What follows belongs to an exercise in optimizing a design on an open flow for a short achievable clock period and few clock cycles; a production flow would make more cautious choices.
RTL that was checked went through simulation tests only; none was proved equivalent to the original.
No functional check of the RTL was part of run 1.
No run shown here takes its clock network from TritonCTS; it comes from the design's own scripts or RTL.
The clock port is modelled as an ideal driver, which makes a skipped or thinned clock tree look cheaper than it is; a real chip needs a root buffer or a tree.
Power figures rest on the tool's default switching activity, not on a simulated workload.

File: design.v
module zoom_coproc(
    input             clk,
    input             rst,
    input      [2:0]  INSTRUCTION,
    input      [7:0]  DATA_IN,
    input      [16:0] MEM_ADDR,
    input             SEL_MEM,
    input             ENABLE,
    output reg [7:0]  DATA_OUT,
    output reg        FLAG_DONE,
    output reg        FLAG_ERROR,
    output            FLAG_ZOOM_MAX,
    output            FLAG_ZOOM_MIN,
    output     [16:0] mem1_rdaddr,
    input      [7:0]  mem1_q,
    output     [16:0] mem1_wraddr,
    output     [7:0]  mem1_wdata,
    output            mem1_wren,
    output     [16:0] mem2_wraddr,
    output     [7:0]  mem2_wdata,
    output            mem2_wren,
    output     [16:0] mem3_rdaddr,
    input      [7:0]  mem3_q,
    output     [16:0] mem3_wraddr,
    output     [7:0]  mem3_wdata,
    output            mem3_wren
);
    localparam REFRESH_SCREEN = 3'b000, LOAD = 3'b001, STORE = 3'b010, NHI_ALG = 3'b011;
    localparam PR_ALG = 3'b100, BA_ALG = 3'b101, NH_ALG = 3'b110, RESET_INST = 3'b111;
    localparam K_DATA = 2'd0, K_AVG = 2'd1, K_ZERO = 2'd2, K_FIX = 2'd3;
    localparam D_NONE = 2'd0, D_LOAD = 2'd1, D_ACC = 2'd2;
    reg        en_prev;
    reg        busy;
    reg [2:0]  cz;             
    reg        zmax, zmin;
    reg        done_n, err_n, zmax_n, zmin_n;
    reg [7:0]  dout_n;
    reg        zs;             
    assign FLAG_ZOOM_MAX = zmax;
    assign FLAG_ZOOM_MIN = zmin;
    always @(posedge clk) en_prev <= ENABLE;
    wire issue   = !busy && !ENABLE && en_prev;
    wire i_store = (INSTRUCTION == STORE);
    wire i_noop  = ((INSTRUCTION == NHI_ALG || INSTRUCTION == PR_ALG) && !zmax_n) ||
                   ((INSTRUCTION == BA_ALG  || INSTRUCTION == NH_ALG) && !zmin_n);
    reg        issue_q;
    reg [2:0]  ins_q;
    reg        sel_q;
    reg        aerr_q;
    reg [16:0] m1_wa;
    reg [7:0]  m1_wd;
    reg        m1_we;
    assign mem1_wraddr = m1_wa;
    assign mem1_wdata  = m1_wd;
    assign mem1_wren   = m1_we;
    always @(posedge clk) begin
        m1_wa <= MEM_ADDR;
        m1_wd <= DATA_IN;
        ins_q  <= INSTRUCTION;
        sel_q  <= SEL_MEM;
        aerr_q <= (MEM_ADDR > 17'd76799);
    end
    reg        eng;         
    reg [1:0]  st;          
    reg        run;         
    reg        m_copy, m_nhi, m_pr, m_nh, m_ba;
    reg [2:0]  nz;
    reg        z_full, z_empty;    
    reg [2:0]  zlev;               
    reg [1:0]  ld_cnt;
    reg        ld_act;
    wire [2:0] czp1 = cz + 3'd1;
    wire [2:0] czm1 = cz - 3'd1;
    reg [1:0]  c_s;             
    reg [8:0]  c_bx;            
    reg [7:0]  c_by;
    reg [1:0]  c_k;             
    reg [8:0]  c_ix0;           
    reg [7:0]  c_iy0;
    reg [8:0]  c_iend_m1;       
    reg [8:0]  c_iend_last_m1;  
    reg [7:0]  c_jend_m1;       
    reg        c_sub4;          
    reg [8:0]  c_zx0, c_zx1m1, c_zskip_from_m1, c_zskip_to;
    reg [7:0]  c_zy0, c_zy1m1, c_ziy0m1, c_ziy1;
    reg        in_act;
    reg [1:0]  sub;
    reg        sub_last;
    reg [8:0]  gi, gim1;
    reg [7:0]  gj, gjm1;
    reg        gi_zero, gj_zero, gj_last, i_last;
    reg [8:0]  wxi;
    reg [7:0]  wyi;
    reg        z_act;
    reg [8:0]  zx;
    reg [7:0]  zy;
    reg        z_inrow, z_lastrow, z_rowend, z_atskip;
    wire in_last  = sub_last && i_last && gj_last;
    wire in_wr    = !m_ba || sub_last;
    wire use_in   = run && in_act && in_wr;
    wire use_z    = run && !use_in && z_act;
    wire z_last   = z_rowend && z_lastrow;
    wire done_tok = run && !in_act && !z_act;
    always @(posedge clk) begin
        if (rst) begin
            busy       <= 1'b0;
            {FLAG_DONE, done_n}  <= 2'b10;
            {FLAG_ERROR, err_n}  <= 2'b01;
            {DATA_OUT, dout_n}   <= {8'd0, 8'hff};
            cz         <= 3'd4;
            {zmax, zmax_n} <= 2'b01;
            {zmin, zmin_n} <= 2'b01;
            zs         <= 1'b0;
            issue_q    <= 1'b0;
            m1_we      <= 1'b0;
            eng        <= 1'b0;
            st         <= 2'd0;
            run        <= 1'b0;
            ld_act     <= 1'b0;
        end else begin
            FLAG_DONE  <= !done_n;
            FLAG_ERROR <= !err_n;
            DATA_OUT   <= ~dout_n;
            zmax       <= !zmax_n;
            zmin       <= !zmin_n;
            issue_q <= issue;
            m1_we   <= issue && i_store;
            if (issue) begin
                {FLAG_DONE, done_n} <= {i_noop, !i_noop};
                busy      <= !i_noop;
            end
            if (issue_q) begin
                case (ins_q)
                    LOAD: begin
                        if (aerr_q) {FLAG_ERROR, err_n} <= 2'b10;
                        ld_act <= 1'b1;
                    end
                    STORE: begin
                        if (aerr_q) {FLAG_ERROR, err_n} <= 2'b10;
                        {FLAG_DONE, done_n} <= 2'b10;
                        busy      <= 1'b0;
                    end
                    default: if (busy) begin
                        eng <= 1'b1;
                        st  <= 2'd1;
                        if (ins_q == RESET_INST) {FLAG_ERROR, err_n} <= 2'b01;
                    end
                endcase
            end
            if (ld_act && ld_cnt == 2'd1) begin
                {DATA_OUT, dout_n} <= {sel_q ? mem3_q : mem1_q, ~(sel_q ? mem3_q : mem1_q)};
                {FLAG_DONE, done_n} <= 2'b10;
                busy      <= 1'b0;
                ld_act    <= 1'b0;
            end
            if (st == 2'd1) st <= 2'd2;
            if (st == 2'd2) begin st <= 2'd0; run <= 1'b1; end
            if (done_tok) run <= 1'b0;
            if (wg_done) begin
                {FLAG_DONE, done_n} <= 2'b10;
                busy      <= 1'b0;
                eng       <= 1'b0;
                cz        <= nz;
                {zmax, zmax_n} <= {nz == 3'd7, nz != 3'd7};
                {zmin, zmin_n} <= {nz == 3'd1, nz != 3'd1};
                zs        <= m_nh || m_ba;
            end
        end
    end
    always @(posedge clk) begin
        ld_cnt <= ld_act ? ld_cnt + 2'd1 : 2'd0;
    end
    always @(posedge clk) begin
        if (issue_q) begin
            m_copy <= 1'b0; m_nhi <= 1'b0; m_pr <= 1'b0; m_nh <= 1'b0; m_ba <= 1'b0;
            z_full  <= !zs;
            z_empty <= 1'b0;
            zlev    <= cz;
            case (ins_q)
                REFRESH_SCREEN: begin m_copy <= 1'b1; nz <= cz; end
                RESET_INST:     begin m_copy <= 1'b1; nz <= 3'd4; end
                NH_ALG, BA_ALG: begin
                    nz <= czm1;
                    if (cz == 3'd5) m_copy <= 1'b1;
                    else if (cz <= 3'd4) begin
                        if (ins_q == NH_ALG) m_nh <= 1'b1; else m_ba <= 1'b1;
                    end else begin
                        if (ins_q == NH_ALG) m_nhi <= 1'b1; else m_pr <= 1'b1;
                    end
                end
                default: begin  
                    nz <= czp1;
                    if (cz == 3'd3) m_copy <= 1'b1;
                    else if (cz >= 3'd4) begin
                        if (ins_q == NHI_ALG) m_nhi <= 1'b1; else m_pr <= 1'b1;
                    end else begin
                        if (ins_q == NHI_ALG) m_nh <= 1'b1; else m_ba <= 1'b1;
                        z_empty <= zs;  
                    end
                end
            endcase
        end
    end
    always @(posedge clk) begin
        if (st == 2'd1) begin
            case (nz)
                3'd6:    begin c_s <= 2'd2; c_bx <= 9'd120; c_by <= 8'd90;  end
                3'd7:    begin c_s <= 2'd3; c_bx <= 9'd140; c_by <= 8'd105; end
                default: begin c_s <= 2'd1; c_bx <= 9'd80;  c_by <= 8'd60;  end
            endcase
            case (nz)
                3'd2:    c_k <= 2'd2;
                3'd1:    c_k <= 2'd3;
                default: c_k <= 2'd1;
            endcase
            c_sub4 <= m_pr || m_ba;
            if (m_pr) begin
                c_ix0 <= 9'd0; c_iy0 <= 8'd0;
                c_iend_m1 <= 9'd158; c_iend_last_m1 <= 9'd117; c_jend_m1 <= 8'd119;
            end else if (m_nh || m_ba) begin
                case (nz)
                    3'd2:    begin c_ix0 <= 9'd120; c_iy0 <= 8'd90;  c_iend_m1 <= 9'd78;  c_iend_last_m1 <= 9'd78;  c_jend_m1 <= 8'd58;  end
                    3'd1:    begin c_ix0 <= 9'd140; c_iy0 <= 8'd105; c_iend_m1 <= 9'd38;  c_iend_last_m1 <= 9'd38;  c_jend_m1 <= 8'd28;  end
                    default: begin c_ix0 <= 9'd80;  c_iy0 <= 8'd60;  c_iend_m1 <= 9'd158; c_iend_last_m1 <= 9'd158; c_jend_m1 <= 8'd118; end
                endcase
            end else begin
                c_ix0 <= 9'd0; c_iy0 <= 8'd0;
                c_iend_m1 <= 9'd318; c_iend_last_m1 <= 9'd318; c_jend_m1 <= 8'd238;
            end
            case (nz)
                3'd2:    begin c_zskip_from_m1 <= 9'd118; c_zskip_to <= 9'd200; c_ziy0m1 <= 8'd89;  c_ziy1 <= 8'd149; end
                3'd1:    begin c_zskip_from_m1 <= 9'd138; c_zskip_to <= 9'd180; c_ziy0m1 <= 8'd104; c_ziy1 <= 8'd134; end
                default: begin c_zskip_from_m1 <= 9'd78;  c_zskip_to <= 9'd240; c_ziy0m1 <= 8'd59;  c_ziy1 <= 8'd179; end
            endcase
            if (z_full) begin
                c_zx0 <= 9'd0; c_zx1m1 <= 9'd318; c_zy0 <= 8'd0; c_zy1m1 <= 8'd238;
            end else begin
                case (zlev)
                    3'd2:    begin c_zx0 <= 9'd120; c_zx1m1 <= 9'd198; c_zy0 <= 8'd90;  c_zy1m1 <= 8'd148; end
                    3'd1:    begin c_zx0 <= 9'd140; c_zx1m1 <= 9'd178; c_zy0 <= 8'd105; c_zy1m1 <= 8'd133; end
                    default: begin c_zx0 <= 9'd80;  c_zx1m1 <= 9'd238; c_zy0 <= 8'd60;  c_zy1m1 <= 8'd178; end
                endcase
            end
        end
    end
    always @(posedge clk) begin
        if (rst) begin
            in_act <= 1'b0;
            z_act  <= 1'b0;
        end else if (st == 2'd2) begin
            in_act <= 1'b1;
            z_act  <= (m_nh || m_ba) && !z_empty;
        end else if (run) begin
            if (in_act && in_last) in_act <= 1'b0;
            if (use_z && z_last) z_act <= 1'b0;
        end
    end
    always @(posedge clk) begin
        if (st == 2'd2) begin
            sub      <= 2'd0;
            sub_last <= !c_sub4;
            gi       <= 9'd0;   gim1 <= 9'h1ff; gi_zero <= 1'b1; i_last <= 1'b0;
            gj       <= 8'd0;   gjm1 <= 8'hff;  gj_zero <= 1'b1; gj_last <= 1'b0;
            wxi      <= c_ix0;
            wyi      <= c_iy0;
            zx       <= c_zx0;
            zy       <= c_zy0;
            z_inrow  <= 1'b0;
            z_lastrow <= 1'b0;
            z_rowend <= 1'b0;
            z_atskip <= 1'b0;
        end else begin
            if (in_act) begin
                if (!sub_last) begin
                    sub      <= sub + 2'd1;
                    sub_last <= (sub == 2'd2);
                end else begin
                    sub      <= 2'd0;
                    sub_last <= !c_sub4;
                    if (!i_last) begin
                        gi <= gi + 9'd1; gim1 <= gi; gi_zero <= 1'b0;
                        wxi <= wxi + 9'd1;
                        i_last <= (gi == (gj_last ? c_iend_last_m1 : c_iend_m1));
                    end else begin
                        gi <= 9'd0; gim1 <= 9'h1ff; gi_zero <= 1'b1;
                        wxi <= c_ix0;
                        i_last <= 1'b0;
                        gj <= gj + 8'd1; gjm1 <= gj; gj_zero <= 1'b0;
                        wyi <= wyi + 8'd1;
                        gj_last <= (gj == c_jend_m1);
                    end
                end
            end
            if (use_z) begin
                if (z_rowend) begin
                    zx <= c_zx0;
                    zy <= zy + 8'd1;
                    z_lastrow <= (zy == c_zy1m1);
                    if (zy == c_ziy0m1) z_inrow <= 1'b1;
                    else if (zy == c_ziy1) z_inrow <= 1'b0;
                    z_rowend <= 1'b0;
                    z_atskip <= 1'b0;
                end else if (z_atskip) begin
                    zx <= c_zskip_to;
                    z_rowend <= 1'b0;
                    z_atskip <= 1'b0;
                end else begin
                    zx <= zx + 9'd1;
                    z_rowend <= (zx == c_zx1m1);
                    z_atskip <= z_inrow && (zx == c_zskip_from_m1);
                end
            end
        end
    end
    reg [8:0]  ra_offx, rb_x, rc_x;
    reg [7:0]  ra_offy, rb_y;
    reg [10:0] rc_y5;
    reg [8:0]  c_rbx;           
    reg [7:0]  c_rby;
    reg [16:0] rd_addr;
    reg [16:0] r3_addr;
    reg [7:0]  fix_r;
    assign mem1_rdaddr = rd_addr;
    assign mem3_rdaddr = r3_addr;
    wire [9:0] um1x = m_pr ? {gim1, 1'b1} : {1'b0, gim1};
    wire [8:0] um1y = m_pr ? {gjm1, 1'b1} : {1'b0, gjm1};
    reg  [8:0] shx;
    reg  [7:0] shy;
    always @(*) begin
        case (c_s)
            2'd2:    begin shx = um1x[9:2]; shy = um1y[8:2]; end
            2'd3:    begin shx = um1x[9:3]; shy = um1y[8:3]; end
            default: begin shx = um1x[9:1]; shy = um1y[8:1]; end
        endcase
    end
    reg  [8:0] kx;
    reg  [7:0] ky;
    always @(*) begin
        case (c_k)
            2'd2:    begin kx = {gi[6:0], sub[0], 1'b0};  ky = {gj[5:0], sub[1], 1'b0};  end
            2'd3:    begin kx = {gi[5:0], sub[0], 2'b00}; ky = {gj[4:0], sub[1], 2'b00}; end
            default: begin kx = {gi[7:0], sub[0]};        ky = {gj[6:0], sub[1]};        end
        endcase
    end
    always @(posedge clk) begin
        if (st == 2'd2) begin
            c_rbx <= (m_nhi || m_pr) ? c_bx : 9'd0;
            c_rby <= (m_nhi || m_pr) ? c_by : 8'd0;
        end
        if (m_nhi || m_pr) begin
            ra_offx <= gi_zero ? 9'd0 : shx;
            ra_offy <= gj_zero ? 8'd0 : shy;
        end else if (m_nh || m_ba) begin
            ra_offx <= kx;
            ra_offy <= ky;
        end else begin
            ra_offx <= gi;
            ra_offy <= gj;
        end
        rb_x <= c_rbx + ra_offx;
        rb_y <= c_rby + ra_offy;
        rc_y5 <= {1'b0, rb_y, 2'b00} + {3'b000, rb_y};
        rc_x  <= rb_x;
        if (eng) begin
            rd_addr <= {rc_y5 + {8'd0, rc_x[8:6]}, rc_x[5:0]};
            r3_addr <= 17'd76799;
            fix_r   <= mem3_q;
        end else begin
            rd_addr <= MEM_ADDR;
            r3_addr <= MEM_ADDR;
        end
    end
    reg        wa_v, wb_v, wc_v, wd_v, we_v, wf_v, wg_v;
    reg        wa_done, wb_done, wc_done, wd_done, we_done, wf_done, wg_done;
    reg        wa_w3, wb_w3, wc_w3, wd_w3, we_w3, wf_w3, wg_w3;
    reg        wa_w2, wb_w2, wc_w2, wd_w2, we_w2, wf_w2, wg_w2;
    reg [1:0]  wa_kind, wb_kind, wc_kind, wd_kind, we_kind, wf_kind, wg_kind;
    reg [1:0]  wa_dop, wb_dop, wc_dop, wd_dop, we_dop, wf_dop, wg_dop;
    reg [8:0]  wa_x, wb_x;
    reg [7:0]  wa_y;
    reg [10:0] wb_y5;
    reg [16:0] wc_addr, wd_addr, we_addr, wf_addr, wg_addr;
    reg [7:0]  q1_r;
    reg [9:0]  acc;
    reg [16:0] w_addr;
    reg [7:0]  w_data;
    reg        w3_en, w2_en;
    assign mem3_wraddr = w_addr;
    assign mem3_wdata  = w_data;
    assign mem3_wren   = w3_en;
    reg [16:0] w2_addr;
    reg [7:0]  wdata_nx;
    reg [7:0]  w2_data;
    assign mem2_wraddr = w2_addr;
    assign mem2_wdata  = w2_data;
    assign mem2_wren   = w2_en;
    always @(posedge clk) begin
        if (rst) begin
            wa_v <= 1'b0; wb_v <= 1'b0; wc_v <= 1'b0; wd_v <= 1'b0; we_v <= 1'b0; wf_v <= 1'b0; wg_v <= 1'b0;
            wa_done <= 1'b0; wb_done <= 1'b0; wc_done <= 1'b0; wd_done <= 1'b0; we_done <= 1'b0; wf_done <= 1'b0; wg_done <= 1'b0;
            w3_en <= 1'b0; w2_en <= 1'b0;
            w2_addr <= 17'd0; w2_data <= 8'd0;
        end else begin
            w2_addr <= wg_addr;
            w2_data <= wdata_nx;
            wa_v    <= use_in || use_z;
            wa_done <= done_tok;
            wb_v <= wa_v; wb_done <= wa_done;
            wc_v <= wb_v; wc_done <= wb_done;
            wd_v <= wc_v; wd_done <= wc_done;
            we_v <= wd_v; we_done <= wd_done;
            wf_v <= we_v; wf_done <= we_done;
            wg_v <= wf_v; wg_done <= wf_done;
            w3_en <= wg_v && wg_w3;
            w2_en <= wg_v && wg_w2;
        end
    end
    always @(posedge clk) begin
        if (use_in) begin
            if (m_nhi && in_last) begin
                wa_kind <= K_FIX; wa_w3 <= 1'b0; wa_w2 <= 1'b1;
            end else begin
                wa_kind <= m_ba ? K_AVG : K_DATA;
                wa_w3   <= !m_copy;
                wa_w2   <= !(m_pr && gj_last);
            end
            if (m_pr) begin
                wa_x <= {gi[7:0], sub[0]};
                wa_y <= {gj[6:0], sub[1]};
            end else begin
                wa_x <= wxi;
                wa_y <= wyi;
            end
        end else begin
            if (z_full && z_last) begin
                wa_kind <= K_FIX; wa_w3 <= 1'b0; wa_w2 <= 1'b1;
            end else begin
                wa_kind <= K_ZERO; wa_w3 <= 1'b1; wa_w2 <= 1'b1;
            end
            wa_x <= zx;
            wa_y <= zy;
        end
        if (in_act && m_ba)
            wa_dop <= (sub == 2'd0) ? D_LOAD : D_ACC;
        else
            wa_dop <= D_NONE;
        wb_w3 <= wa_w3; wb_w2 <= wa_w2; wb_kind <= wa_kind; wb_dop <= wa_dop;
        wb_x  <= wa_x;
        wb_y5 <= {1'b0, wa_y, 2'b00} + {3'b000, wa_y};
        wc_w3 <= wb_w3; wc_w2 <= wb_w2; wc_kind <= wb_kind; wc_dop <= wb_dop;
        wc_addr <= {wb_y5 + {8'd0, wb_x[8:6]}, wb_x[5:0]};
        wd_w3 <= wc_w3; wd_w2 <= wc_w2; wd_kind <= wc_kind; wd_dop <= wc_dop; wd_addr <= wc_addr;
        we_w3 <= wd_w3; we_w2 <= wd_w2; we_kind <= wd_kind; we_dop <= wd_dop; we_addr <= wd_addr;
        wf_w3 <= we_w3; wf_w2 <= we_w2; wf_kind <= we_kind; wf_dop <= we_dop; wf_addr <= we_addr;
        wg_w3 <= wf_w3; wg_w2 <= wf_w2; wg_kind <= wf_kind; wg_dop <= wf_dop; wg_addr <= wf_addr;
    end
    wire [9:0] sum = acc + {2'b00, q1_r};
    always @(*) begin
        case (wg_kind)
            K_DATA:  wdata_nx = q1_r;
            K_AVG:   wdata_nx = sum[9:2];
            K_ZERO:  wdata_nx = 8'd0;
            default: wdata_nx = fix_r;
        endcase
    end
    always @(posedge clk) begin
        q1_r <= mem1_q;
        if (wg_dop == D_LOAD) acc <= {2'b00, q1_r};
        else if (wg_dop == D_ACC) acc <= sum;
        w_addr <= wg_addr;
        w_data <= wdata_nx;
    end
endmodule
File: flow/run.sh
#!/bin/bash
# Own layout flow: the standard flow (standard.sh), except that the clock
# tree is built by flow/mcts.tcl instead of TritonCTS: the clock port drives 4
# clkbuf_16, each drives a group of leaf clkbuf_16, each leaf a compact,
# balanced cluster of about 27 flip-flops (two buffer levels, small skew).
# The rest of the CTS step (placement legalisation, timing repair) is ORFS's.
# Each step's full output goes to its own log file in this folder.
set -euo pipefail
W=$(pwd)
bash standard.sh synth > log_1_synth.txt 2>&1
bash standard.sh floorplan place > log_2_floorplan_place.txt 2>&1
rm -rf "$W/scripts_mcts"
cp -r "$FLOW_HOME/scripts" "$W/scripts_mcts"
python3 - "$W" > log_3_patch.txt 2>&1 <<'PY'
import sys
w = sys.argv[1]
p = w + '/scripts_mcts/cts.tcl'
s = open(p).read()
old = 'log_cmd clock_tree_synthesis {*}$cts_args'
assert old in s
s = s.replace(old, 'source %s/flow/mcts.tcl\n'
                   'mcts_build clk 30 4 sky130_fd_sc_hd__clkbuf_16\n'
                   'global_connect\n'
                   'set_propagated_clock [all_clocks]' % w)
open(p, 'w').write(s)
print('patched', p)
PY
SCRIPTS_DIR="$W/scripts_mcts" bash standard.sh cts > log_4_cts.txt 2>&1
bash standard.sh finish > log_5_finish.txt 2>&1
File: flow/mcts.tcl
# Manual two-level clock tree: the clock port drives NL1 first-level
# clkbuf_16 buffers, each drives a group of leaf clkbuf_16 buffers, each leaf
# drives a compact cluster of flip-flop clock pins. Clusters are made by
# recursive median bisection of the sink positions, so they are balanced.

proc mcts_split {pts maxn} {
  # pts: list of {x y item}; returns list of clusters (lists of pts)
  if {[llength $pts] <= $maxn} { return [list $pts] }
  set xs {}; set ys {}
  foreach p $pts { lappend xs [lindex $p 0]; lappend ys [lindex $p 1] }
  set xr [expr {[tcl::mathfunc::max {*}$xs] - [tcl::mathfunc::min {*}$xs]}]
  set yr [expr {[tcl::mathfunc::max {*}$ys] - [tcl::mathfunc::min {*}$ys]}]
  set idx [expr {$xr >= $yr ? 0 : 1}]
  set s [lsort -real -index $idx $pts]
  set h [expr {[llength $s] / 2}]
  return [concat [mcts_split [lrange $s 0 [expr {$h - 1}]] $maxn] [mcts_split [lrange $s $h end] $maxn]]
}

proc mcts_split_n {pts n} {
  # split pts into n (power of two) balanced groups
  if {$n <= 1} { return [list $pts] }
  set xs {}; set ys {}
  foreach p $pts { lappend xs [lindex $p 0]; lappend ys [lindex $p 1] }
  set xr [expr {[tcl::mathfunc::max {*}$xs] - [tcl::mathfunc::min {*}$xs]}]
  set yr [expr {[tcl::mathfunc::max {*}$ys] - [tcl::mathfunc::min {*}$ys]}]
  set idx [expr {$xr >= $yr ? 0 : 1}]
  set s [lsort -real -index $idx $pts]
  set h [expr {[llength $s] / 2}]
  set m [expr {$n / 2}]
  return [concat [mcts_split_n [lrange $s 0 [expr {$h - 1}]] $m] [mcts_split_n [lrange $s $h end] $m]]
}

proc mcts_centroid {pts} {
  set sx 0.0; set sy 0.0
  foreach p $pts { set sx [expr {$sx + [lindex $p 0]}]; set sy [expr {$sy + [lindex $p 1]}] }
  set n [llength $pts]
  return [list [expr {int($sx / $n)}] [expr {int($sy / $n)}]]
}

proc mcts_build {clkport leafmax nl1 bufname} {
  set db [ord::get_db]
  set block [ord::get_db_block]
  set master [$db findMaster $bufname]
  set bt [$block findBTerm $clkport]
  set clknet [$bt getNet]
  set pts {}
  foreach it [$clknet getITerms] {
    set inst [$it getInst]
    set bb [$inst getBBox]
    set x [expr {([$bb xMin] + [$bb xMax]) / 2}]
    set y [expr {([$bb yMin] + [$bb yMax]) / 2}]
    lappend pts [list $x $y $it]
  }
  set clusters [mcts_split $pts $leafmax]
  # round the number of leaves to a multiple of nl1 by grouping
  set leaves {}
  set li 0
  foreach c $clusters {
    set cen [mcts_centroid $c]
    set name "mcts_leaf_$li"
    set inst [odb::dbInst_create $block $master $name]
    $inst setLocation [lindex $cen 0] [lindex $cen 1]
    $inst setPlacementStatus PLACED
    set net [odb::dbNet_create $block "mcts_leafnet_$li"]
    $net setSigType CLOCK
    [$inst findITerm X] connect $net
    foreach p $c {
      set it [lindex $p 2]
      $it disconnect
      $it connect $net
    }
    lappend leaves [list [lindex $cen 0] [lindex $cen 1] $inst]
    incr li
  }
  set groups [mcts_split_n $leaves $nl1]
  set gi 0
  foreach g $groups {
    set cen [mcts_centroid $g]
    set name "mcts_l1_$gi"
    set inst [odb::dbInst_create $block $master $name]
    $inst setLocation [lindex $cen 0] [lindex $cen 1]
    $inst setPlacementStatus PLACED
    set net [odb::dbNet_create $block "mcts_l1net_$gi"]
    $net setSigType CLOCK
    [$inst findITerm X] connect $net
    [$inst findITerm A] connect $clknet
    foreach p $g {
      [[lindex $p 2] findITerm A] connect $net
    }
    incr gi
  }
  $clknet setSigType CLOCK
  puts "MCTS leaves [llength $leaves] l1 [llength $groups] sinks [llength $pts]"
}
File: standard.sh
#!/bin/bash
# synth_recipe.tcl (not shown) runs the flow's synth.tcl, then flattens the netlist and writes it again
# the make line also repeats each setting of config.mk as NAME=value (left out here)
make -C /OpenROAD-flow-scripts/flow DESIGN_CONFIG=/design/flow/config.mk WORK_HOME=/design/flow/orfs CLKGATE_MAP_FILE= SYNTH_SCRIPT=/design/flow/synth_recipe.tcl "${@:-finish}"
File: config.mk
export PLATFORM = sky130hd
export DESIGN_NAME = zoom_coproc
export DESIGN_NICKNAME = zoom_coproc
export VERILOG_FILES = /design/flow/design.v
export SDC_FILE = /design/flow/constraint.sdc
export NUM_CORES = 4
export LEC_CHECK = 0
export ABC_CLOCK_PERIOD_IN_PS = 1800
export CAP_MARGIN = 20
export CORE_MARGIN = 2
export CORE_UTILIZATION = 40
export SETUP_SLACK_MARGIN = 4.2
export SLEW_MARGIN = 20
export TNS_END_PERCENT = 100
File: constraint.sdc
create_clock -name core_clock -period 6.0 [get_ports {clk}]
set_input_delay 1.2000 -clock core_clock [delete_from_list [all_inputs] [get_ports {clk}]]
set_output_delay 1.2000 -clock core_clock [all_outputs]
set_load 0.01 [all_outputs]
==> results of run 1 <==
## layout by cell type (no fill, tap or decap), types with 9 or more instances in the layout
cell,instances
dfxtp_1,361
nor2_1,137
nand2_1,133
edfxtp_1,120
inv_1,81
o21ai_0,81
dfxtp_2,78
buf_6,74
nor2b_1,67
nand3_1,64
a21oi_1,58
buf_2,58
xor2_1,52
xnor2_1,49
buf_4,44
mux2i_1,41
ha_1,40
clkbuf_16,37
nor3_1,32
a211oi_1,24
o22ai_1,20
clkdlybuf4s50_1,20
and3_1,19
or2_2,19
a211o_1,18
dlygate4sd2_1,18
nand2b_1,15
and2_1,13
a21o_1,13
nand4_1,13
mux2_2,11
a21oi_2,10
nand3b_1,10
a211oi_2,9
## timing repair
action	in CTS	in global routing
resized for setup	699	157
hold buffers	0	0
buffers inserted	28	18
pin swaps	40	35
setup endpoints to repair	336	217
gates cloned	2	2
## through the flow
| stage | total power [mW] | setup slack [ns] | std cells |
|---|---|---|---|
| floorplan | 4.57 | 4.00 | 1879 |
| global placement | 4.79 | 3.22 | 2632 |
| detailed placement | 4.80 | 3.16 | 2632 |
| CTS | 6.99 | 3.93 | 2698 |
| global route | 7.29 | 3.82 | 2718 |
| finish | 6.99 | 3.90 | 2718 |
## power breakdown
part           switching [mW]  leakage (nW)  internal (mW)  total (mW)
clock                    1.12         0.444           1.07        2.19
combinational           0.320          4.76          0.327       0.647
sequential              0.138          4.77           4.02        4.15
total                    1.58          9.97           5.41        6.99
## synth_stat cells (10+ instances only)
master	instances
nand4_1	13
clkbuf_1	87
or2_2	19
inv_1	87
xor2_1	54
and3_1	20
a211o_1	18
dfxtp_1	443
nor2_1	142
xnor2_1	56
nor2b_1	77
ha_1	51
nand3_1	67
mux2i_1	43
nand3b_1	10
a211oi_1	33
nor3_1	32
mux2_2	11
a21o_1	13
edfxtp_1	120
nand2b_1	18
o21ai_0	95
a21oi_1	68
and2_1	16
o22ai_1	20
nand2_1	139
## sequential cells by signal (all words and copies together) (netlist names), 10 cells and up
register,count
m1_wa,17
r3_addr,17
rd_addr,17
w2_addr,17
w_addr,17
wc_addr,17
wd_addr,17
we_addr,17
wf_addr,17
wg_addr,17
rc_y5,11
wb_y5,11
acc,10
## per-layer routing
layer | vias up | routed length [µm] | global-route usage
met1 | 6673 | 20600 | 0.222
li1 | 6753 | - | -
met5 | - | 0 | 0
met4 | 0 | 961 | 0.0317
met3 | 56 | 1780 | 0.0160
met2 | 284 | 22100 | 0.278
## final cells by class
type / count / area (µm²) / share of cell area
buffer: 36 / 901 / 0.0366
inverter: 88 / 347 / 0.0141
multi-input combinational: 1133 / 7900 / 0.321
sequential: 563 / 12600 / 0.512
tap: 672 / 841 / 0.0342
timing repair buffer: 226 / 2020 / 0.0822
## critical path, delay by kind of cell (launching register included)
family                   cells  cell delay [ns]
XOR/XNOR                     1             0.16
AO/OA/AOI/OAI                4             1.01
buffers and inverters        1             0.16
adder cells (fa/ha/maj)      1             0.24
flip-flops                   1             0.43
## worst max path at each step
stage | start | endpoint | slack (ns) | cells after the start
6_report | acc[1]$_DFFE_PP_ | w2_data[5]$_SDFF_PP0_ | 3.90 | 7
5_1_grt | acc[1]$_DFFE_PP_ | w2_data[5]$_SDFF_PP0_ | 3.82 | 7
4_1_cts | acc[1]$_DFFE_PP_ | w2_data[7]$_SDFF_PP0_ | 3.93 | 6
3_5_place_dp | st[0]$_SDFFE_PP0P_ | wxi[6]$_DFFE_PP_ | 3.16 | 6
3_3_place_gp | st[0]$_SDFFE_PP0P_ | wxi[3]$_DFFE_PP_ | 3.22 | 6
2_1_floorplan | acc[1]$_DFFE_PP_ | w2_data[7]$_SDFF_PP0_ | 4.00 | 6
## cell families after synthesis
| family | after synthesis | share of synthesized area |
|---|---|---|
| and+or+nand+nor | 587 | 0.143 |
| buffers and inverters | 185 | 0.0344 |
| adders and majority gates | 59 | 0.0390 |
| DFF | 563 | 0.610 |
| xor gates and xnor gates | 110 | 0.0471 |
| muxes | 54 | 0.0271 |
| AOI/OAI and AO/OA | 321 | 0.0999 |
==> metrics.md, run 1 <==
| Metric | Value |
|---|---|
| Placed Instance Area | 22,700 µm² |
| Seq/Total Area, Yosys | 0.610 |
| Worst Setup End Kind | flop |
| Die Span X | 230 µm |
| Slew Viols, Final | 0 |
| Worst-path clk slew | roughly 0.08 ns |
| Final Cell Area | around 25,000 µm² |
| Via/cell ratio | a little over 5 |
| Synthesized cell area | between 20,000 and 25,000 µm² |
| Synth area leader | dfxtp_1 |
| Startpoint types | flop |
| Remaining routing DRC violations | 0 |
| Hold depth | 0 |
| Hold Path End | wd_addr[8]$_DFF_P_ |
| Crit path arrival time | 2.36 ns |
| Yosys cell types | 71 |
| Least-Margin Pin Slew | ~0.87 ns |
| Leakage | about 10 nW |
| Reg-to-reg startpoint | acc[1]$_DFFE_PP_ |
| Final min period | 2.10 ns |
| CP max stage delay | 0.43 ns |
| Setup TNS | 0 ns |
| Initial antenna violation count | 0 |
| Final core occ | 0.489 |
| Post-route ant nets | 0 |
| Cells taking the most area after synthesis | dfxtp_1, edfxtp_1, ha_1, nor2_1, nand2_1 |
| Ys flop type | dfxtp_1 |
| Routed wire length | around 45,000 µm |
| Mean post-synth cell area | approximately 11 µm² |
| Final setup vio count | 0 |
| Status | no timing/DRC/antenna violations |
| Synth-to-layout area growth | 20.3% |
| Vias in the first global route | ~13,000 |
| Crit-path slowest cell | edfxtp_1 |
| Clk_skew | 0.0288 ns |
| IO Port Bufs | roughly 170 |
| FFs w/ async S/R, synth | 0 |
| Synth Register Bits | 563 |
| Share of post-route cells with drive strength above 1 | 0.219 |
| Ant. Diodes | 0 |
| F_max | 476 MHz |
| Gpl congestion | a little over 0.8 |
| Post-DR wirelength/cell | approximately 17 µm |
| Yosys Warn Count | 1 |
| Unrepaired setup endpoints after global routing | yes |
| Worst vdd ir | 0.000180 V |
| Max-slew headroom | 0.420 |
| Min-delay src | wc_addr[8]$_DFF_P_ |
| Post-synth EDFFs | 120 |
| Clk latency of the worst-skew pair | 0.37 ns |
| # nets final | 2,155 |
| Num rows | 82 |
| PwrDens | 284 nW/µm² |
| Initial Util | 0.407 |
| Final Hold Vio Count | 0 |
| First-pass GRT wire length | 70,400 µm |
| Placed wire-length estimate | between 30,000 and 40,000 µm |
| FF-to-FF End | w2_data[5]$_SDFF_PP0_ |
| R2R cell count | 7 |
| HP Class | flop to flop |
| Core ar. | 50,300 µm² |
| Data required time of the worst path | between 6 and 7 ns |
| Largest net degree at the start of global routing | 50 |
| Via Count | roughly 14,000 |
| Yosys top cell area share | 0.434 |
| Hold slack final | about 0.32 ns |
| Syn_nets | just under 2,000 |
| Cells along the critical path | ha_4, a211o_1, a211oi_4, o21bai_1, xnor2_1, buf_4, o311ai_2 |
| Total Die Area | 53,000 µm² |
| Iteration count of the initial detailed-routing pass | 5 |
| Filler cells | between 4,000 and 5,000 |
| Die Ht | around 230 µm |
| Cell count after synthesis | 1,879 |
| DR iter-0 viols | just under 1,000 |
| CP Max Fanout | 4 |
| Max cap viols | 0 |
| Reg-to-reg slack, setup | approximately 3.9 ns |
| GRT Residual Overflow | 0 |
| Critical path type | flop to flop |
| GR Util All Layers | 0.162 |
| Ports | 172 |
| Fin crit share | 0.350 |
==> run 2, diff against run 1 <==
--- a/design.v
+++ b/design.v
@@ -74,2 +74,3 @@
     reg [1:0]  c_s;             
+    reg [2:0]  c_smask;         
     reg [8:0]  c_bx;            
@@ -88,5 +89,7 @@
     reg        sub_last;
-    reg [8:0]  gi, gim1;
-    reg [7:0]  gj, gjm1;
+    reg [8:0]  gi;
+    reg [7:0]  gj;
     reg        gi_zero, gj_zero, gj_last, i_last;
+    reg [8:0]  srx;             
+    reg [7:0]  sry;
     reg [8:0]  wxi;
@@ -216,2 +219,7 @@
             c_sub4 <= m_pr || m_ba;
+            case (nz)
+                3'd6:    c_smask <= m_pr ? 3'd1 : 3'd3;
+                3'd7:    c_smask <= m_pr ? 3'd3 : 3'd7;
+                default: c_smask <= m_pr ? 3'd0 : 3'd1;
+            endcase
             if (m_pr) begin
@@ -261,4 +269,6 @@
             sub_last <= !c_sub4;
-            gi       <= 9'd0;   gim1 <= 9'h1ff; gi_zero <= 1'b1; i_last <= 1'b0;
-            gj       <= 8'd0;   gjm1 <= 8'hff;  gj_zero <= 1'b1; gj_last <= 1'b0;
+            gi       <= 9'd0;   gi_zero <= 1'b1; i_last <= 1'b0;
+            gj       <= 8'd0;   gj_zero <= 1'b1; gj_last <= 1'b0;
+            srx      <= c_bx;
+            sry      <= c_by;
             wxi      <= c_ix0;
@@ -280,3 +290,4 @@
                     if (!i_last) begin
-                        gi <= gi + 9'd1; gim1 <= gi; gi_zero <= 1'b0;
+                        gi <= gi + 9'd1; gi_zero <= 1'b0;
+                        if (!gi_zero && (gi[2:0] & c_smask) == 3'd0) srx <= srx + 9'd1;
                         wxi <= wxi + 9'd1;
@@ -284,6 +295,8 @@
                     end else begin
-                        gi <= 9'd0; gim1 <= 9'h1ff; gi_zero <= 1'b1;
+                        gi <= 9'd0; gi_zero <= 1'b1;
+                        srx <= c_bx;
+                        if (!gj_zero && (gj[2:0] & c_smask) == 3'd0) sry <= sry + 8'd1;
                         wxi <= c_ix0;
                         i_last <= 1'b0;
-                        gj <= gj + 8'd1; gjm1 <= gj; gj_zero <= 1'b0;
+                        gj <= gj + 8'd1; gj_zero <= 1'b0;
                         wyi <= wyi + 8'd1;
@@ -314,7 +327,5 @@
     end
-    reg [8:0]  ra_offx, rb_x, rc_x;
-    reg [7:0]  ra_offy, rb_y;
-    reg [10:0] rc_y5;
-    reg [8:0]  c_rbx;           
-    reg [7:0]  c_rby;
+    reg [8:0]  ra_x, rb_x;
+    reg [7:0]  ra_y;
+    reg [10:0] rb_y5;
     reg [16:0] rd_addr;
@@ -324,13 +335,2 @@
     assign mem3_rdaddr = r3_addr;
-    wire [9:0] um1x = m_pr ? {gim1, 1'b1} : {1'b0, gim1};
-    wire [8:0] um1y = m_pr ? {gjm1, 1'b1} : {1'b0, gjm1};
-    reg  [8:0] shx;
-    reg  [7:0] shy;
-    always @(*) begin
-        case (c_s)
-            2'd2:    begin shx = um1x[9:2]; shy = um1y[8:2]; end
-            2'd3:    begin shx = um1x[9:3]; shy = um1y[8:3]; end
-            default: begin shx = um1x[9:1]; shy = um1y[8:1]; end
-        endcase
-    end
     reg  [8:0] kx;
@@ -345,22 +345,16 @@
     always @(posedge clk) begin
-        if (st == 2'd2) begin
-            c_rbx <= (m_nhi || m_pr) ? c_bx : 9'd0;
-            c_rby <= (m_nhi || m_pr) ? c_by : 8'd0;
-        end
         if (m_nhi || m_pr) begin
-            ra_offx <= gi_zero ? 9'd0 : shx;
-            ra_offy <= gj_zero ? 8'd0 : shy;
+            ra_x <= srx;
+            ra_y <= sry;
         end else if (m_nh || m_ba) begin
-            ra_offx <= kx;
-            ra_offy <= ky;
+            ra_x <= kx;
+            ra_y <= ky;
         end else begin
-            ra_offx <= gi;
-            ra_offy <= gj;
+            ra_x <= gi;
+            ra_y <= gj;
         end
-        rb_x <= c_rbx + ra_offx;
-        rb_y <= c_rby + ra_offy;
-        rc_y5 <= {1'b0, rb_y, 2'b00} + {3'b000, rb_y};
-        rc_x  <= rb_x;
+        rb_y5 <= {1'b0, ra_y, 2'b00} + {3'b000, ra_y};
+        rb_x  <= ra_x;
         if (eng) begin
-            rd_addr <= {rc_y5 + {8'd0, rc_x[8:6]}, rc_x[5:0]};
+            rd_addr <= {rb_y5 + {8'd0, rb_x[8:6]}, rb_x[5:0]};
             r3_addr <= 17'd76799;
@@ -456,7 +450,15 @@
     end
+    reg [9:0]  sum_r;
+    reg [7:0]  q2_r;
     wire [9:0] sum = acc + {2'b00, q1_r};
+    always @(posedge clk) begin
+        q1_r  <= mem1_q;
+        acc   <= (wf_dop == D_LOAD) ? {2'b00, q1_r} : sum;
+        sum_r <= sum;
+        q2_r  <= q1_r;
+    end
     always @(*) begin
         case (wg_kind)
-            K_DATA:  wdata_nx = q1_r;
-            K_AVG:   wdata_nx = sum[9:2];
+            K_DATA:  wdata_nx = q2_r;
+            K_AVG:   wdata_nx = sum_r[9:2];
             K_ZERO:  wdata_nx = 8'd0;
@@ -466,5 +468,2 @@
     always @(posedge clk) begin
-        q1_r <= mem1_q;
-        if (wg_dop == D_LOAD) acc <= {2'b00, q1_r};
-        else if (wg_dop == D_ACC) acc <= sum;
         w_addr <= wg_addr;
==> run 2 against run 1 <==
Final area is 5.9% lower. Critical path depth is 6 lower. First-iteration DRC count is 28% lower. Still clean. Highest routed layer unchanged. Via count is 12% lower. Routed wire length is 9.1% lower. Worst hold slack better by 0.0012 ns. Synthesized area is 5.5% lower. Largest cell class unchanged.
==> metrics.md, run 2 <==
| Metric | Value |
|---|---|
| Clk latency of the worst-skew pair | 0.37 ns (about the same) |
| Post-DR wirelength/cell | 16.7 µm (-0.38%) |
| Worst Setup End Kind | primary output |
| Ys flop type | dfxtp_1 |
| Total Die Area | 50,100 µm² (-5.4%) |
| Post-synth EDFFs | 125 (+4.2%) |
| Setup TNS | 0 ns (unchanged) |
| Die Ht | 224 µm (-2.7%) |
| DR iter-0 viols | 708 (-28%) |
| F_max | 493 MHz (+3.4%) |
| CP top delay family | flip-flops |
| Via Count | 12,100 (-12%) |
| Ports | 172 (unchanged) |
| Leakage | 9.37 nW (-6.1%) |
| Final min period | 2.03 ns (-0.0683 ns) |
| Mean post-synth cell area | 11.4 µm² (+4.8%) |
| Least-Margin Pin Slew | 0.808 ns (-0.0601 ns) |
| Final setup vio count | 0 (unchanged) |
| Yosys Warn Count | 1 (unchanged) |
| Final Hold Vio Count | 0 (unchanged) |
| Initial antenna violation count | 0 (unchanged) |
| Status | no timing/DRC/antenna violations |
| CP Max Fanout | 1 (-3) |
| Remaining routing DRC violations | 0 (unchanged) |
| Gpl congestion | 0.799 (-4.0%) |
| Max cap viols | 0 (unchanged) |
| Iteration count of the initial detailed-routing pass | 5 (unchanged) |
| Bufs and invs on worst path | 1 (unchanged) |
| PwrDens | 296 nW/µm² (+4.1%) |
| Synth Register Bits | 556 (-1.2%) |
| Max-slew headroom | 0.460 (+0.0396) |
| Synth-to-layout area growth | 19.8% |
| Initial Util | 0.405 (-0.00194) |
| Top cells by count, synth | dfxtp_1, nand2_1, edfxtp_1 |
| Share of post-route cells with drive strength above 1 | 0.220 (+0.000875) |
| Startpoint types | flop |
| Critical path type | flop to primary output |
| Via/cell ratio | 4.90 (-3.3%) |
| GR Util All Layers | 0.156 (-0.00550) |
| Crit path arrival time | 0.83 ns (-1.53 ns) |
| Top-count cell post-synth | dfxtp_1 |
| Routed wire length | 41,300 µm (-9.1%) |
| IO Port Bufs | 171 (unchanged) |
| Largest net degree at the start of global routing | 65 (+30%) |
| FFs w/ async S/R, synth | 0 (unchanged) |
| Slew Viols, Final | 0 (unchanged) |
| HP Class | flop to flop |
| Vias in the first global route | 11,900 (-9.0%) |
| Synth area leader | dfxtp_1 |
| # nets final | 1,959 (-9.1%) |
| GRT Residual Overflow | 0 (unchanged) |
| Placed wire-length estimate | 28,100 µm (-9.0%) |
| Met1 Use GR | 0.214 (-0.00765) |
| Worst-path clk slew | 0.07 ns (about the same) |
| Cells taking the most area after synthesis | dfxtp_1, edfxtp_1, xor2_1, nand2_1, ha_1 |
| Clk_skew | 0.0299 ns (+0.00116 ns) |
| Ant. Diodes | 0 (unchanged) |
| Leading cell types in the layout, fill and taps excluded | dfxtp_1, nand2_1, edfxtp_1, nor2_1, o21ai_0 |
| Synthesized cell area | 19,300 µm² (-5.5%) |
| Top Usage Layer GRT | met2 |
| Worst vdd ir | 0.000190 V (+5.7%) |
| Die Span X | 224 µm (-2.7%) |
| Core ar. | 47,700 µm² (-5.0%) |
| Cell count after synthesis | 1,694 (-9.8%) |
| Crit-path slowest cell | dfxtp_2 |
| Num rows | 80 (-2.4%) |
| Cells along the critical path | buf_6 |
| Seq/Total Area, Yosys | 0.640 (+0.0307) |
| Yosys top cell area share | 0.446 (+0.0127) |
| Syn_nets | 1,786 (-10%) |
| Yosys cell types | 57 (-20%) |
| Met2 Use GR | 0.269 (-0.00934) |
| Post-route ant nets | 0 (unchanged) |
| First-pass GRT wire length | 63,900 µm (-9.3%) |
| Unrepaired setup endpoints after global routing | yes |
| GR Layer Usage met3 | 0.0143 (-0.00170) |
| Data required time of the worst path | 4.80 ns (-1.47 ns) |
| Fin crit share | 0.338 (-0.0114) |
| Commonest non-fill, non-tap cell in the layout | dfxtp_1 |
| CP max stage delay | 0.36 ns (-0.07 ns) |
| Final core occ | 0.485 (-0.00439) |
==> run 2: changes by cell type after synthesis, moves of 6 or more <==
cell,change
inv_1,-19
ha_1,-13
dfxtp_1,-12
clkbuf_1,-13
xor2_1,+10
nor2_1,-34
a211oi_1,-6
o22ai_1,-16
nand3_1,-17
nor2b_1,-12
and2_1,-6
mux2_2,+7
nor3_1,-13
==> run 2: area by class of cell <==
class,count,area (µm²)
Multi-Input combinational cell,983,6760
Inverter,68,259
Timing Repair Buffer,222,1960
Tap cell,615,769
Sequential cell,556,12500
Buffer,36,901
Fill cell,4320,24600
==> run 2: cell families after synthesis <==
| logic type | Yosys count | synth area share |
|---|---|---|
| xor gates and xnor gates | 118 | 0.0535 |
| muxes | 65 | 0.0348 |
| buffers and inverters | 156 | 0.0313 |
| DFF | 556 | 0.640 |
| and+or+nand+nor | 495 | 0.126 |
| AOI/OAI and AO/OA | 260 | 0.0828 |
| adders and majority gates | 44 | 0.0308 |
==> run 2: final timing paths <==
path                             start                  to  cells past startpoint  slack [ns]
setup / recovery  FLAG_DONE$_SDFF_PP1_           FLAG_DONE                      1        3.97
hold / removal      wf_addr[7]$_DFF_P_  wg_addr[7]$_DFF_P_                      0        0.32
setup reg to reg       q1_r[0]$_DFF_P_   acc[8]$_SDFF_PP0_                      7        4.10
hold reg to reg     wf_addr[7]$_DFF_P_  wg_addr[7]$_DFF_P_                      0        0.32
==> run 2: repair_timing <==
action | 4_1_cts | 5_1_grt
buffers inserted | 27 | 15
hold buffers | 0 | 0
gates resized for setup | 662 | 134
endpoints found under the setup margin | 282 | 192
cloned | 0 | 3
pin swaps | 32 | 33
==> run 2: metrics by stage <==
step	std cells	hold slack, ns	power, mW	area (µm²)	setup WS, ns
CTS	2462	0.321	6.86	22500	3.94
global placement	2399	0.310	4.67	21600	3.35
floorplan	1694	0.310	4.48	19400	3.97
detailed placement	2399	0.312	4.68	21600	3.30
finish	2480	0.323	6.84	23200	3.97
global route	2480	0.330	7.13	23200	3.95
==> run 2: report_power, final <==
group          leakage, nW  switching [mW]  internal (mW)
Combinational         4.20           0.285          0.341
Sequential            4.72          0.0937           3.95
Clock                0.444            1.11           1.07
==> run 2: layer usage <==
metal	share of wire	vias to the layer above	wire [µm]
met4	0.023	0	942
met1	0.45	5805	18600
met5	0	-	0
li1	-	6072	-
met3	0.039	50	1610
met2	0.49	213	20200
Testbench counts of run 2, summed over its fixed seeds: cycles 6,516,036.
==> run 3, diff against run 2 <==
--- a/flow/run.sh
+++ b/flow/run.sh
@@ -21,3 +21,3 @@
 s = s.replace(old, 'source %s/flow/mcts.tcl\n'
-                   'mcts_build clk 30 4 sky130_fd_sc_hd__clkbuf_16\n'
+                   'mcts_build clk 18 4 sky130_fd_sc_hd__clkbuf_16 sky130_fd_sc_hd__clkbuf_8\n'
                    'global_connect\n'
--- a/flow/mcts.tcl
+++ b/flow/mcts.tcl
@@ -39,3 +39,3 @@
 
-proc mcts_build {clkport leafmax nl1 bufname} {
+proc mcts_build {clkport leafmax nl1 bufname {leafbuf ""}} {
   set db [ord::get_db]
@@ -43,2 +43,4 @@
   set master [$db findMaster $bufname]
+  if {$leafbuf eq ""} { set leafbuf $bufname }
+  set lmaster [$db findMaster $leafbuf]
   set bt [$block findBTerm $clkport]
@@ -60,3 +62,3 @@
     set name "mcts_leaf_$li"
-    set inst [odb::dbInst_create $block $master $name]
+    set inst [odb::dbInst_create $block $lmaster $name]
     $inst setLocation [lindex $cen 0] [lindex $cen 1]
--- a/config.mk
+++ b/config.mk
@@ -10,3 +10,3 @@
 export CORE_MARGIN = 2
-export CORE_UTILIZATION = 40
+export CORE_UTILIZATION = 55
 export SETUP_SLACK_MARGIN = 4.2
==> run 3 against run 2 <==
Sequential power about the same. Combinational power decreased by 1%. Die area decreased by 27%. Sequential share of layout area increased by 2.0 points. Synthesized area unchanged. Critical path depth unchanged. Cell count decreased by 6.7%. Worst hold slack improved by 0.00058 ns. Flip-flop and latch count unchanged. Highest routed layer unchanged. Via count decreased by 0.58%.
==> metrics.md, run 3 <==
| Metric | Value |
|---|---|
| Status | no timing/DRC/antenna violations |
| Post-synth EDFFs | 125 (unchanged) |
| Worst Setup End Kind | primary output |
| Final setup vio count | 0 (unchanged) |
| Vias in the first global route | 11,300 (-5.0%) |
| Hold depth | 0 (unchanged) |
| Multi-input gate area | 6660 µm² (-1.4%) |
| Iteration count of the initial detailed-routing pass | 5 (unchanged) |
| Largest net degree at the start of global routing | 53 (-18%) |
| Sw Pwr | 1.41 mW (-5.3%) |
| Switching Fraction | 0.223 (+0.00647) |
| Fin crit share | 0.334 (-0.00474) |
| Syn_nets | 1,786 (unchanged) |
| Sequential Power Share | 0.642 (+0.051) |
| Share of post-route cells with drive strength above 1 | 0.202 (-0.0181) |
| Setup TNS | 0 ns (unchanged) |
| Clk network pwr share | 0.260 (-0.058) |
| Leading cell types in the layout, fill and taps excluded | dfxtp_1, nand2_1, edfxtp_1, nor2_1, buf_2 |
| Startpoint types | flop |
| Unrepaired setup endpoints after global routing | yes |
| FFs w/ async S/R, synth | 0 (unchanged) |
| Combinational power share | 0.098 (+0.007) |
| CP max stage delay | 0.34 ns (-0.02 ns) |
| Post-DR wirelength/cell | 16.7 µm (+0.48%) |
| Cells taking the most area after synthesis | dfxtp_1, edfxtp_1, xor2_1, nand2_1, ha_1 |
| Yosys Warn Count | 1 (unchanged) |
| Placed wire-length estimate | 25,900 µm (-8.0%) |
| Slew Viols, Final | 0 (unchanged) |
| Gpl congestion | 0.819 (+2.6%) |
| Yosys cell types | 57 (unchanged) |
| Critical path type | flop to primary output |
| Initial antenna violation count | 1 (+1) |
| Ys flop type | dfxtp_1 |
| Hold slack final | 0.323 ns (+0.000578 ns) |
| Cell count after synthesis | 1,694 (unchanged) |
| IO Port Bufs | 171 (unchanged) |
| Max cap viols | 0 (unchanged) |
| Final Cell Area | 22,300 µm² (-3.8%) |
| Synth area leader | dfxtp_1 |
| Cell Int Power | 4.89 mW (-8.8%) |
| Reg area | 12,500 µm² (-0.30%) |
| GR Util All Layers | 0.202 (+0.0464) |
| Clk_skew | 0.0369 ns (+0.00692 ns) |
| Synth-to-layout area growth | 15.2% |
| Crit-path slowest cell | dfxtp_2 |
| Final min period | 2.00 ns (-0.0285 ns) |
| Final Hold Vio Count | 0 (unchanged) |
| Top-count cell post-synth | dfxtp_1 |
| Remaining routing DRC violations | 0 (unchanged) |
| Bufs and invs on worst path | 1 (unchanged) |
| Ports | 172 (unchanged) |
| Levels on crit path | 1 (unchanged) |
| Cells along the critical path | buf_6 |
| Via Count | 12,100 (-0.58%) |
| Least-Margin Pin Slew | 0.910 ns (+0.101 ns) |
| Data required time of the worst path | 4.80 ns (about the same) |
| Commonest non-fill, non-tap cell in the layout | dfxtp_1 |
| Total Die Area | 36,700 µm² (-27%) |
| Top cells by count, synth | dfxtp_1, nand2_1, edfxtp_1 |
| CP top delay family | flip-flops |
| Placed Instance Area | 21,400 µm² (-0.89%) |
| Seq/Total Area, Yosys | 0.640 (unchanged) |
| Core ar. | 34,500 µm² (-28%) |
| Via/cell ratio | 5.22 (+6.6%) |
| # nets final | 1,953 (-0.31%) |
| Die Span X | 191 µm (-14%) |
| Dpl ws | 3.36 ns (+0.0586 ns) |
| DR iter-0 viols | 597 (-16%) |
| CP Max Fanout | 1 (unchanged) |
| Mean post-synth cell area | 11.4 µm² (unchanged) |
| Filler cells | 2,812 (-35%) |
| Worst vdd ir | 0.000190 V (about the same) |
| Yosys top cell area share | 0.446 (unchanged) |
| PwrDens | 283 nW/µm² (-4.4%) |
| Ant. Diodes | 0 (unchanged) |
| Routed wire length | 38,700 µm (-6.2%) |
| First-pass GRT wire length | 60,000 µm (-6.2%) |
| Synthesized cell area | 19,300 µm² (unchanged) |
| Synth Register Bits | 556 (unchanged) |
| Num rows | 68 (-15%) |
| Max-slew headroom | 0.393 (-0.0662) |
| Die Ht | 191 µm (-14%) |
| PnR worst setup slack | 4.00 ns (+0.0285 ns) |
| F_max | 500 MHz (+1.4%) |
| Leakage | 9.11 nW (-2.8%) |
| R2R cell count | 7 (unchanged) |
| Clk latency of the worst-skew pair | 0.35 ns (-0.02 ns) |
| Crit path arrival time | 0.80 ns (-0.03 ns) |
| Initial Util | 0.560 (+0.155) |
| Post-route ant nets | 0 (unchanged) |
| GRT Residual Overflow | 0 (unchanged) |
| HP Class | flop to flop |
| Worst-path clk slew | 0.11 ns (+0.04 ns) |
run 3: cell count changes in the layout (fill, tap and decap cells not counted), sizes merged:
| cell | change |
|---|---|
| dlymetal6s2s | +1 |
| nand3 | -1 |
| clkdlybuf4s15 | -1 |
| dlygate4sd2 | -1 |
| buf | -3 |
| bufbuf | +1 |
| clkbuf | -2 |
run 3: area by class of cell:
cell class,instances,area share
flip-flops and latches,556,0.560
multi-input cells,982,0.299
repair buffers,217,0.0797
well taps,455,0.0256
plain buffers,36,0.0243
inverters,68,0.0116
run 3: routing by layer:
layer / part of all wire / global-route usage
met2: 0.46 / 0.335
met1: 0.47 / 0.291
met4: 0.017 / 0.0325
met5: 0 / 0
met3: 0.054 / 0.0252
run 3: cells by family after synthesis:
logic type | after synthesis | share of synthesized area
xor+xnor | 118 | 0.0535
mux | 65 | 0.0348
simple gates | 495 | 0.126
buf+inv | 156 | 0.0313
flops | 556 | 0.640
compound gates | 260 | 0.0828
fa+ha+maj | 44 | 0.0308
run 3: metrics by stage:
| step | power, mW | cells | util |
|---|---|---|---|
| 2_1_floorplan | 4.48 | 1694 | - |
| 3_3_place_gp | 4.66 | 2240 | 0.618 |
| 3_5_place_dp | 4.68 | 2240 | 0.618 |
| 4_1_cts | 6.31 | 2296 | 0.633 |
| 5_1_grt | 6.57 | 2314 | 0.645 |
| 6_report | 6.30 | 2314 | 0.645 |
run 3: power groups by stage:
stage                     logic [mW]  registers [mW]  clock network (mW)
after floorplan                0.388            4.10                   0
after global placement         0.544            4.12                   0
after detailed placement       0.554            4.12                   0
after CTS                      0.575            4.04                1.69
after global routing           0.680            4.06                1.83
final                          0.618            4.04                1.64
run 3: path summary, 6_finish.rpt:
path,start,to,slack (ns)
max reg2reg,q1_r[0]$_DFF_P_,acc[8]$_SDFF_PP0_,4.17
min reg2reg,wf_w2$_DFF_P_,wg_w2$_DFF_P_,0.32
min,wf_w2$_DFF_P_,wg_w2$_DFF_P_,0.32
max,rd_addr[7]$_DFF_P_,mem1_rdaddr[7],4.00
run 3: what timing repair did:
item / 4_1_cts / 5_1_grt
pin swaps: 40 / 31
hold buffers: 0 / 0
gates resized for setup: 652 / 74
setup buffers: 19 / 18
endpoints found under the setup margin: 254 / 204
cloned: 1 / 0
==> run 4, diff against run 3 <==
--- a/flow/run.sh
+++ b/flow/run.sh
@@ -3,4 +3,4 @@
 # tree is built by flow/mcts.tcl instead of TritonCTS: the clock port drives 4
-# clkbuf_16, each drives a group of leaf clkbuf_16, each leaf a compact,
-# balanced cluster of about 27 flip-flops (two buffer levels, small skew).
+# clkbuf_16, each drives a group of leaf clkbuf_8, each leaf a compact,
+# balanced cluster of at most 18 flip-flops (two buffer levels, small skew).
 # The rest of the CTS step (placement legalisation, timing repair) is ORFS's.
--- a/flow/mcts.tcl
+++ b/flow/mcts.tcl
@@ -1,3 +1,3 @@
 # Manual two-level clock tree: the clock port drives NL1 first-level
-# clkbuf_16 buffers, each drives a group of leaf clkbuf_16 buffers, each leaf
+# clkbuf_16 buffers, each drives a group of leaf buffers, each leaf
 # drives a compact cluster of flip-flop clock pins. Clusters are made by
==> run 4 against run 3 <==
Combinational power is essentially flat. Total power unchanged. Setup slack is the same. Sequential power hardly changed. Global-route usage stayed put. Critical endpoint unchanged. Still clean on timing, DRC and antenna.
==> metrics.md, run 4 <==
| Metric | Value |
|---|---|
| Status | no timing/DRC/antenna violations |
| DR WL met2 | 18,000 µm (unchanged) |
| Crit path from | rd_addr[7]$_DFF_P_ |
| Max-slew headroom | 0.393 (unchanged) |
| Worst vdd ir | 0.000190 V (unchanged) |
| Leading cell types in the layout, fill and taps excluded | dfxtp_1, nand2_1, edfxtp_1, nor2_1, buf_2 |
| Yosys cell types | 57 (unchanged) |
| Placed Instance Area | 21,400 µm² (unchanged) |
| Setup TNS | 0 ns (unchanged) |
| Final min period | 2.00 ns (unchanged) |
| HP Class | flop to flop |
| PwrDens | 283 nW/µm² (unchanged) |
| Gpl congestion | 0.819 (unchanged) |
| Worst-path clk slew | 0.11 ns (about the same) |
| GR Util All Layers | 0.202 (unchanged) |
| Top sig layer | met4 |
| Routed wire length | 38,700 µm (unchanged) |
| Crit-path slowest cell | dfxtp_2 |
| Vias in the first global route | 11,300 (unchanged) |
| Yosys Warn Count | 1 (unchanged) |
| Num rows | 68 (unchanged) |
| Synth-to-layout area growth | 15.2% (unchanged) |
| Iteration count of the initial detailed-routing pass | 5 (unchanged) |
| Die Span X | 191 µm (unchanged) |
| Startpoint types | flop |
| # nets final | 1,953 (unchanged) |
| Syn_nets | 1,786 (unchanged) |
| Die Ht | 191 µm (unchanged) |
| Final core occ | 0.645 (unchanged) |
| GRT Residual Overflow | 0 (unchanged) |
| Commonest non-fill, non-tap cell in the layout | dfxtp_1 |
| Post-Synth XOR/XNOR Area | 0.0535 (unchanged) |
| Placed wire-length estimate | 25,900 µm (unchanged) |
| Mux share of post-synthesis cell area | 0.0348 (unchanged) |
| Reg-to-reg startpoint | q1_r[0]$_DFF_P_ |
| CP Max Fanout | 1 (unchanged) |
| CP max stage delay | 0.34 ns (about the same) |
| CP top delay family | flip-flops |
| Hold Path End | wg_w2$_DFF_P_ |
| FFs w/ async S/R, synth | 0 (unchanged) |
| Adder-cell share of the synthesized area | 0.0308 (unchanged) |
| Max cap viols | 0 (unchanged) |
| Number of cells after detailed placement | 2,240 (unchanged) |
| Fin crit share | 0.334 (unchanged) |
| Final setup vio count | 0 (unchanged) |
| FF-to-FF End | acc[8]$_SDFF_PP0_ |
| Reg-to-reg slack, setup | 4.17 ns (about the same) |
| Synth Area in Simple Gates | 0.126 (unchanged) |
| Cells taking the most area after synthesis | dfxtp_1, edfxtp_1, xor2_1, nand2_1, ha_1 |
| Via/cell ratio | 5.22 (unchanged) |
| Hold depth | 0 (unchanged) |
| Post-synth EDFFs | 125 (unchanged) |
| Final Cell Area | 22,300 µm² (unchanged) |
| Total Die Area | 36,700 µm² (unchanged) |
| Top cells by count, synth | dfxtp_1, nand2_1, edfxtp_1 |
| Initial antenna violation count | 1 (unchanged) |
| Core ar. | 34,500 µm² (unchanged) |
| Ports | 172 (unchanged) |
| Tot Pwr | 6.30 mW (unchanged) |
| Data required time of the worst path | 4.80 ns (about the same) |
| Hold Buf Count CTS | 0 (unchanged) |
| Cell count after synthesis | 1,694 (unchanged) |
| Synth Register Bits | 556 (unchanged) |
| R2R cell count | 7 (unchanged) |
| Non-Filler Instances | 2,314 (unchanged) |
| Slew Viols, Final | 0 (unchanged) |
| Seq/Total Area, Yosys | 0.640 (unchanged) |
| Mean post-synth cell area | 11.4 µm² (unchanged) |
| Worst Setup End Kind | primary output |
| IO Port Bufs | 171 (unchanged) |
| Remaining routing DRC violations | 0 (unchanged) |
| Final Hold Vio Count | 0 (unchanged) |
| Ant. Diodes | 0 (unchanged) |
| Least-Margin Pin Slew | 0.910 ns (unchanged) |
| Largest net degree at the start of global routing | 53 (unchanged) |
| Largest family of logic cells by synthesized area | simple AND/OR/NAND/NOR gates |
| Synth area leader | dfxtp_1 |
| Synthesized cell area | 19,300 µm² (unchanged) |
| Post-route ant nets | 0 (unchanged) |
| Via Count | 12,100 (unchanged) |
| Clk latency of the worst-skew pair | 0.35 ns (about the same) |
| Ys flop type | dfxtp_1 |
| Initial Util | 0.560 (unchanged) |
| Share of post-route cells with drive strength above 1 | 0.202 (unchanged) |
| Leakage | 9.11 nW (unchanged) |
| Post-DR wirelength/cell | 16.7 µm (unchanged) |
| Post-synthesis compound-gate area fraction | 0.0828 (unchanged) |
| Post-Route M1 WL | 18,000 µm (unchanged) |
| Routed length on met3 | 2110 µm (unchanged) |
| Clk_skew | 0.0369 ns (unchanged) |
| First-pass GRT wire length | 60,000 µm (unchanged) |
| DR iter-0 viols | 597 (unchanged) |
| Min-delay src | wf_w2$_DFF_P_ |
| Unrepaired setup endpoints after global routing | yes |
| Bufs and invs on worst path | 1 (unchanged) |
| Crit path arrival time | 0.80 ns (about the same) |
| Cells along the critical path | buf_6 |
| Yosys top cell area share | 0.446 (unchanged) |
| F_max | 500 MHz (unchanged) |
| Critical path type | flop to primary output |
| Top-count cell post-synth | dfxtp_1 |
==> run 4: cell counts in the layout (fill, tap and decap cells not counted) <==
No cell type changed its count.
==> run 4: cells by family after synthesis <==
logic type	after synthesis
muxes	65
xor gates and xnor gates	118
buffers and inverters	156
and+or+nand+nor	495
adders and majority gates	44
DFF	556
AOI/OAI and AO/OA	260
==> run 4: worst max path at each step <==
stage,to,cells after the start
global route,mem1_rdaddr[9],1
global placement,FLAG_DONE$_SDFF_PP1_,6
finish,mem1_rdaddr[7],1
detailed placement,FLAG_DONE$_SDFF_PP1_,6
CTS,mem1_rdaddr[9],1
floorplan,FLAG_DONE$_SDFF_PP1_,5
==> run 4: area by class of cell <==
cell class | instances | area, µm²
Inverter | 68 | 259
Sequential cell | 556 | 12500
Buffer | 36 | 541
Fill cell | 2812 | 12300
Tap cell | 455 | 569
Timing Repair Buffer | 217 | 1770
Multi-Input combinational cell | 982 | 6660
==> run 4: where the power goes <==
part | switching [mW] | internal (mW) | total (mW)
combinational | 0.288 | 0.330 | 0.618
sequential | 0.0901 | 3.95 | 4.04
clock | 1.03 | 0.608 | 1.64
==> run 4: what timing repair did <==
item / CTS / global route
endpoints found under the setup margin: 254 / 204
gates resized for setup: 652 / 74
pin swaps: 40 / 31
buffers inserted: 19 / 18
cloned: 1 / 0
==> run 4: metal layers <==
| layer | up-vias | global-route usage |
|---|---|---|
| met4 | 0 | 0.0325 |
| met1 | 5720 | 0.291 |
| met5 | - | 0 |
| met2 | 251 | 0.335 |
| li1 | 6057 | - |
| met3 | 42 | 0.0252 |
==> run 4: metrics by stage <==
stage | setup WS (ns) | hold WS (ns)
global placement | 3.36 | 0.310
CTS | 3.98 | 0.324
finish | 4.00 | 0.323
floorplan | 3.97 | 0.310
global route | 3.96 | 0.330
detailed placement | 3.36 | 0.312

-- afterwards: timing with drivers on the ports --
Ports are ideal in the flow. The routed layouts listed here were re-timed in OpenROAD.
Step 1 sets driving cells, clkbuf_16 on the clock port and buf_2 on the other inputs (assumed; they add their load-dependent delay and slew).
Step 2 adds t to the input delays and takes it off the output delays; t is the mean of the earliest and latest rising clock arrival at the registers after step 1. Input paths then give back, and output paths get back, about the clock's delay inside the block.
Three values: ideal, step 1, step 2; two values: the first two.
| run | t (ns) | setup slack, ns | latest minus earliest clock arrival (ns) | slew at the worst register clock pin (ns) |
|---|---|---|---|---|
| run 1 | 0.480 | 3.901 / 3.880 / 3.754 | 0.032 / 0.031 | 0.08 / 0.08 |
| run 2 | 0.471 | 3.970 / 3.850 / 3.742 | 0.034 / 0.034 | 0.08 / 0.08 |
| run 3 | 0.442 | 3.998 / 3.892 / 3.767 | 0.045 / 0.044 | 0.11 / 0.11 |
| run 4 | 0.442 | 3.998 / 3.892 / 3.767 | 0.045 / 0.044 | 0.11 / 0.11 |
After both steps setup and hold are still met in every run listed.
